Background: an optimization exercise with open tools, aiming at small area. Do not read the settings as production practice.
Only simulation tests tie the RTL to the original design; equivalence was not proved.
No activity file was given, so power comes from the tool's default toggle rates.

==> trial 91: inputs <==
==> flow/design.v <==
module dp_dtm
(
    input   logic   [0  : 0]    tdi,
    input   logic   [0  : 0]    tms,
    input   logic   [0  : 0]    tck,
    input   logic   [0  : 0]    trst,
    output  logic   [0  : 0]    tdo,
    output  logic   [6  : 0]    dmi_address,
    output  logic   [31 : 0]    dmi_wdata,
    input   logic   [31 : 0]    dmi_rdata,
    output  logic   [1  : 0]    dmi_op
);
    localparam logic [3:0] TLR  = 4'hF, RTI  = 4'hC, SDS  = 4'h7, CDR  = 4'h6,
                           SHDR = 4'h2, E1DR = 4'h1, PDR  = 4'h3, E2DR = 4'h0,
                           UDR  = 4'h5, SIS  = 4'h4, CIR  = 4'hE, SHIR = 4'hA,
                           E1IR = 4'h9, PIR  = 4'hB, E2IR = 4'h8, UIR  = 4'hD;
    logic [3:0]  state, next_state;
    logic        mode;
    logic        shf;           
    logic [4:0]  ir;            
    logic [40:0] sr;            
    logic [40:0] upd;           
    always_comb
        case (state)
            TLR:     next_state = tms ? TLR  : RTI;
            RTI:     next_state = tms ? SDS  : RTI;
            SDS:     next_state = tms ? SIS  : CDR;
            CDR:     next_state = tms ? E1DR : SHDR;
            SHDR:    next_state = tms ? E1DR : SHDR;
            E1DR:    next_state = tms ? UDR  : PDR;
            PDR:     next_state = tms ? E2DR : PDR;
            E2DR:    next_state = tms ? UDR  : SHDR;
            UDR:     next_state = tms ? SDS  : RTI;
            SIS:     next_state = tms ? TLR  : CIR;
            CIR:     next_state = tms ? E1IR : SHIR;
            SHIR:    next_state = tms ? E1IR : SHIR;
            E1IR:    next_state = tms ? UIR  : PIR;
            PIR:     next_state = tms ? E2IR : PIR;
            E2IR:    next_state = tms ? UIR  : SHIR;
            default: next_state = tms ? SDS  : RTI;    
        endcase
    always_ff @(posedge tck, negedge trst)
        if (!trst) state <= TLR;
        else       state <= next_state;
    always_ff @(posedge tck, negedge trst)
        if (!trst)              mode <= 1'b0;
        else if (state == TLR)  mode <= !tms;
    wire capture = state[2] & state[1] & !state[0];
    wire is_ir   = state[3];
    wire update  = state[2] & !state[1] & state[0];
    always_ff @(posedge tck)
        shf <= !tms & state[1] & !state[0];
    wire sel_dtmcs = (ir == 5'h10);
    wire sel_dmi   = (ir == 5'h11);
    wire sel_byp   = (ir == 5'h00) | (ir[4:3] == 2'b10 & ir[2:1] != 2'b00) | (ir == 5'h1f);
    wire sel_id    = !sel_dtmcs & !sel_dmi & !sel_byp;
    logic [40:0] cap;
    always_comb begin
        cap         = '0;
        cap[40]     = is_ir ? ir[4] : (sel_byp & tdi);
        cap[39]     = is_ir & ir[3];
        cap[38]     = is_ir & ir[2];
        cap[37]     = is_ir ? ir[1] : sel_id;
        cap[36]     = is_ir & ir[0];
        cap[33:2]   = dmi_rdata & {32{sel_dmi}};
        cap[23]     = sel_dmi ? dmi_rdata[21] : sel_id;
        cap[22]     = sel_dmi ? dmi_rdata[20] : sel_id;
        cap[21]     = sel_dmi ? dmi_rdata[19] : 1'b1;
        cap[15]     = sel_dmi ? dmi_rdata[13] : sel_dtmcs;
        cap[14]     = sel_dmi ? dmi_rdata[12] : sel_dtmcs;
        cap[12]     = sel_dmi ? dmi_rdata[10] : sel_id;
        cap[11]     = sel_dmi ? dmi_rdata[9]  : sel_id;
        cap[10]     = sel_dmi ? dmi_rdata[8]  : sel_id;
        cap[9]      = sel_dmi ? dmi_rdata[7]  : 1'b1;
        cap[8:2]    = dmi_rdata[6:0];
    end
    always_ff @(posedge tck)
        if (capture)  sr <= cap;
        else if (shf) sr <= {tdi, sr[40:1]};
    always_ff @(posedge tck, negedge trst)
        if (!trst)                  ir <= 5'h01;
        else if (update & is_ir)    ir <= sr[40:36];
    always_ff @(posedge tck, negedge trst)
        if (!trst)                           upd <= '0;
        else if (update & !is_ir & sel_dmi)  upd <= sr;
    assign tdo = is_ir   ? sr[36] :
                 sel_dmi ? sr[0]  :
                 sel_byp ? sr[40] : sr[9];
    assign dmi_address = mode ? upd[40:34] : 7'd0;
    assign dmi_wdata   = mode ? upd[33:2]  : dmi_rdata;
    assign dmi_op      = mode ? upd[1:0]   : 2'd0;
endmodule
==> flow/run.sh <==
#!/bin/bash
# synth_recipe.tcl (not shown) runs the flow's synth.tcl, then flattens the netlist and writes it again
# the make line also repeats each setting of config.mk as NAME=value (left out here)
make -C /OpenROAD-flow-scripts/flow DESIGN_CONFIG=/design/flow/config.mk WORK_HOME=/design/flow/orfs CLKGATE_MAP_FILE= SYNTH_SCRIPT=/design/flow/synth_recipe.tcl finish
==> flow/config.mk <==
export PLATFORM = sky130hd
export DESIGN_NAME = dp_dtm
export DESIGN_NICKNAME = dp_dtm
export VERILOG_FILES = /design/flow/design.v
export SDC_FILE = /design/flow/constraint.sdc
export NUM_CORES = 4
export LEC_CHECK = 0
export CAP_MARGIN = 20
export CORE_MARGIN = 2
export CORE_UTILIZATION = 40
export SLEW_MARGIN = 20
==> flow/constraint.sdc <==
create_clock -name core_clock -period 10.0 [get_ports {tck}]
set_input_delay 2.0000 -clock core_clock [delete_from_list [all_inputs] [get_ports {tck}]]
set_output_delay 2.0000 -clock core_clock [all_outputs]
set_load 0.01 [all_outputs]
==> build 97 (differences from trial 91) <==
==> flow/design.v, changed modules only <==
module dp_dtm
(
    input   logic   [0  : 0]    tdi,
    input   logic   [0  : 0]    tms,
    input   logic   [0  : 0]    tck,
    input   logic   [0  : 0]    trst,
    output  logic   [0  : 0]    tdo,
    output  logic   [6  : 0]    dmi_address,
    output  logic   [31 : 0]    dmi_wdata,
    input   logic   [31 : 0]    dmi_rdata,
    output  logic   [1  : 0]    dmi_op
);
    localparam logic [3:0] TLR  = 4'h0, RTI  = 4'h3, SDS  = 4'h8, CDR  = 4'h9,
                           SHDR = 4'hD, E1DR = 4'hE, PDR  = 4'hC, E2DR = 4'hF,
                           UDR  = 4'hA, SIS  = 4'hB, CIR  = 4'h1, SHIR = 4'h5,
                           E1IR = 4'h6, PIR  = 4'h4, E2IR = 4'h7, UIR  = 4'h2;
    logic [3:0]  state, next_state;
    logic        mode;
    logic        shf;           
    logic [4:0]  ir;            
    logic [40:0] sr;            
    logic [40:0] sr_d;
    logic [40:0] upd;           
    logic        valid;         
    always_comb
        case (state)
            TLR:     next_state = tms ? TLR  : RTI;
            RTI:     next_state = tms ? SDS  : RTI;
            SDS:     next_state = tms ? SIS  : CDR;
            CDR:     next_state = tms ? E1DR : SHDR;
            SHDR:    next_state = tms ? E1DR : SHDR;
            E1DR:    next_state = tms ? UDR  : PDR;
            PDR:     next_state = tms ? E2DR : PDR;
            E2DR:    next_state = tms ? UDR  : SHDR;
            UDR:     next_state = tms ? SDS  : RTI;
            SIS:     next_state = tms ? TLR  : CIR;
            CIR:     next_state = tms ? E1IR : SHIR;
            SHIR:    next_state = tms ? E1IR : SHIR;
            E1IR:    next_state = tms ? UIR  : PIR;
            PIR:     next_state = tms ? E2IR : PIR;
            E2IR:    next_state = tms ? UIR  : SHIR;
            default: next_state = tms ? SDS  : RTI;    
        endcase
    always_ff @(posedge tck, negedge trst)
        if (!trst) state <= TLR;
        else       state <= next_state;
    always_ff @(posedge tck, negedge trst)
        if (!trst)              mode <= 1'b0;
        else if (state == TLR)  mode <= !tms;
    wire capture = !state[2] & !state[1] & state[0];
    wire ncap    = !capture;
    wire is_ir   = !state[3];
    wire update  = !state[2] & state[1] & !state[0];
    always_ff @(posedge tck)
        shf <= !tms & !state[1] & state[0];
    wire sel_dtmcs = (ir == 5'h10);
    wire sel_dmi   = (ir == 5'h11);
    wire sel_byp   = (ir == 5'h00) | (ir[4:3] == 2'b10 & ir[2:1] != 2'b00) | (ir == 5'h1f);
    wire sel_id    = !sel_dtmcs & !sel_dmi & !sel_byp;
    wire cap_dmi   = capture & sel_dmi;
    wire cap_ndmi  = capture & !sel_dmi;
    wire cap_id    = capture & sel_id;
    wire cap_dtmcs = capture & sel_dtmcs;
    wire cap_ir    = capture & is_ir;
    assign sr_d[40] = capture ? (is_ir ? ir[4] : (sel_byp & tdi)) : tdi;
    dp_ao22  b39 (cap_ir, ir[3], ncap, sr[40], sr_d[39]);
    dp_ao22  b38 (cap_ir, ir[2], ncap, sr[39], sr_d[38]);
    assign sr_d[37] = capture ? (is_ir ? ir[1] : sel_id) : sr[38];
    dp_ao22  b36 (cap_ir, ir[0], ncap, sr[37], sr_d[36]);
    dp_and2  b35 (ncap, sr[36], sr_d[35]);
    dp_and2  b34 (ncap, sr[35], sr_d[34]);
    genvar j;
    generate
        for (j = 2; j <= 33; j = j + 1) begin : g_sr
            if (j == 23 || j == 22 || j == 12 || j == 11 || j == 10)
                dp_ao221 b (cap_dmi, dmi_rdata[j-2], ncap, sr[j+1], cap_id, sr_d[j]);
            else if (j == 21 || j == 9)
                dp_ao221 b (cap_dmi, dmi_rdata[j-2], ncap, sr[j+1], cap_ndmi, sr_d[j]);
            else if (j == 15 || j == 14)
                dp_ao221 b (cap_dmi, dmi_rdata[j-2], ncap, sr[j+1], cap_dtmcs, sr_d[j]);
            else if (j <= 8)
                dp_ao22  b (capture, dmi_rdata[j-2], ncap, sr[j+1], sr_d[j]);
            else
                dp_ao22  b (cap_dmi, dmi_rdata[j-2], ncap, sr[j+1], sr_d[j]);
        end
    endgenerate
    dp_and2  b1 (ncap, sr[2], sr_d[1]);
    dp_and2  b0 (ncap, sr[1], sr_d[0]);
    always_ff @(posedge tck)
        if (capture | shf) sr <= sr_d;
    always_ff @(posedge tck, negedge trst)
        if (!trst)                  ir <= 5'h01;
        else if (update & is_ir)    ir <= sr[40:36];
    wire upd_en = update & !is_ir & sel_dmi;
    always_ff @(posedge tck, negedge trst)
        if (!trst)        valid <= 1'b0;
        else if (upd_en)  valid <= 1'b1;
    always_ff @(posedge tck)
        if (upd_en) upd <= sr;
    assign tdo = is_ir   ? sr[36] :
                 sel_dmi ? sr[0]  :
                 sel_byp ? sr[40] : sr[9];
    wire show  = mode & valid;
    wire nmode = !mode;
    generate
        for (j = 0; j < 32; j = j + 1) begin : g_wdata
            dp_ao22 o (show, upd[j+2], nmode, dmi_rdata[j], dmi_wdata[j]);
        end
        for (j = 0; j < 7; j = j + 1) begin : g_addr
            dp_and2 o (show, upd[j+34], dmi_address[j]);
        end
        for (j = 0; j < 2; j = j + 1) begin : g_op
            dp_and2 o (show, upd[j], dmi_op[j]);
        end
    endgenerate
endmodule
module dp_ao22 (input logic a, b, c, d, output logic y);
    assign y = (a & b) | (c & d);
endmodule
module dp_ao221 (input logic a, b, c, d, e, output logic y);
    assign y = (a & b) | (c & d) | e;
endmodule
module dp_and2 (input logic a, b, output logic y);
    assign y = a & b;
endmodule
--- a/flow/config.mk
+++ b/flow/config.mk
@@ -5,7 +5,9 @@
 export SDC_FILE = /design/flow/constraint.sdc
 export NUM_CORES = 4
 export LEC_CHECK = 0
-export CAP_MARGIN = 20
+export CAP_MARGIN = 0
 export CORE_MARGIN = 2
 export CORE_UTILIZATION = 40
-export SLEW_MARGIN = 20
+export SLEW_MARGIN = 0
+export SYNTH_HIERARCHICAL = 1
+export SYNTH_MINIMUM_KEEP_SIZE = 0
==> notes <==
In build 97 the sequential cell count is higher than in trial 91, by 1. Synthesized cell count: trial 91 is larger than build 97 (30%). Of trial 91 and build 97, trial 91 has the higher setup slack (gap 0.026 ns). Sequential share of layout area: build 97 is higher than trial 91 (9.6 points). Trial 91 finished clean. Build 97 went through all stages and came out clean. Against trial 91, the cell area of build 97 is lower by about 9%. Of trial 91 and build 97, trial 91 has the higher first-iteration DRC count (gap 28%, measured against build 97). In trial 91 the combinational power is larger than in build 97, by 19%. In build 97 the worst hold slack is lower than in trial 91, by 0.044 ns. Wire length: trial 91 is higher than build 97 (15%). Against trial 91, the clock power of build 97 is larger by about 5%. Critical path depth is the same in build 97 and trial 91.
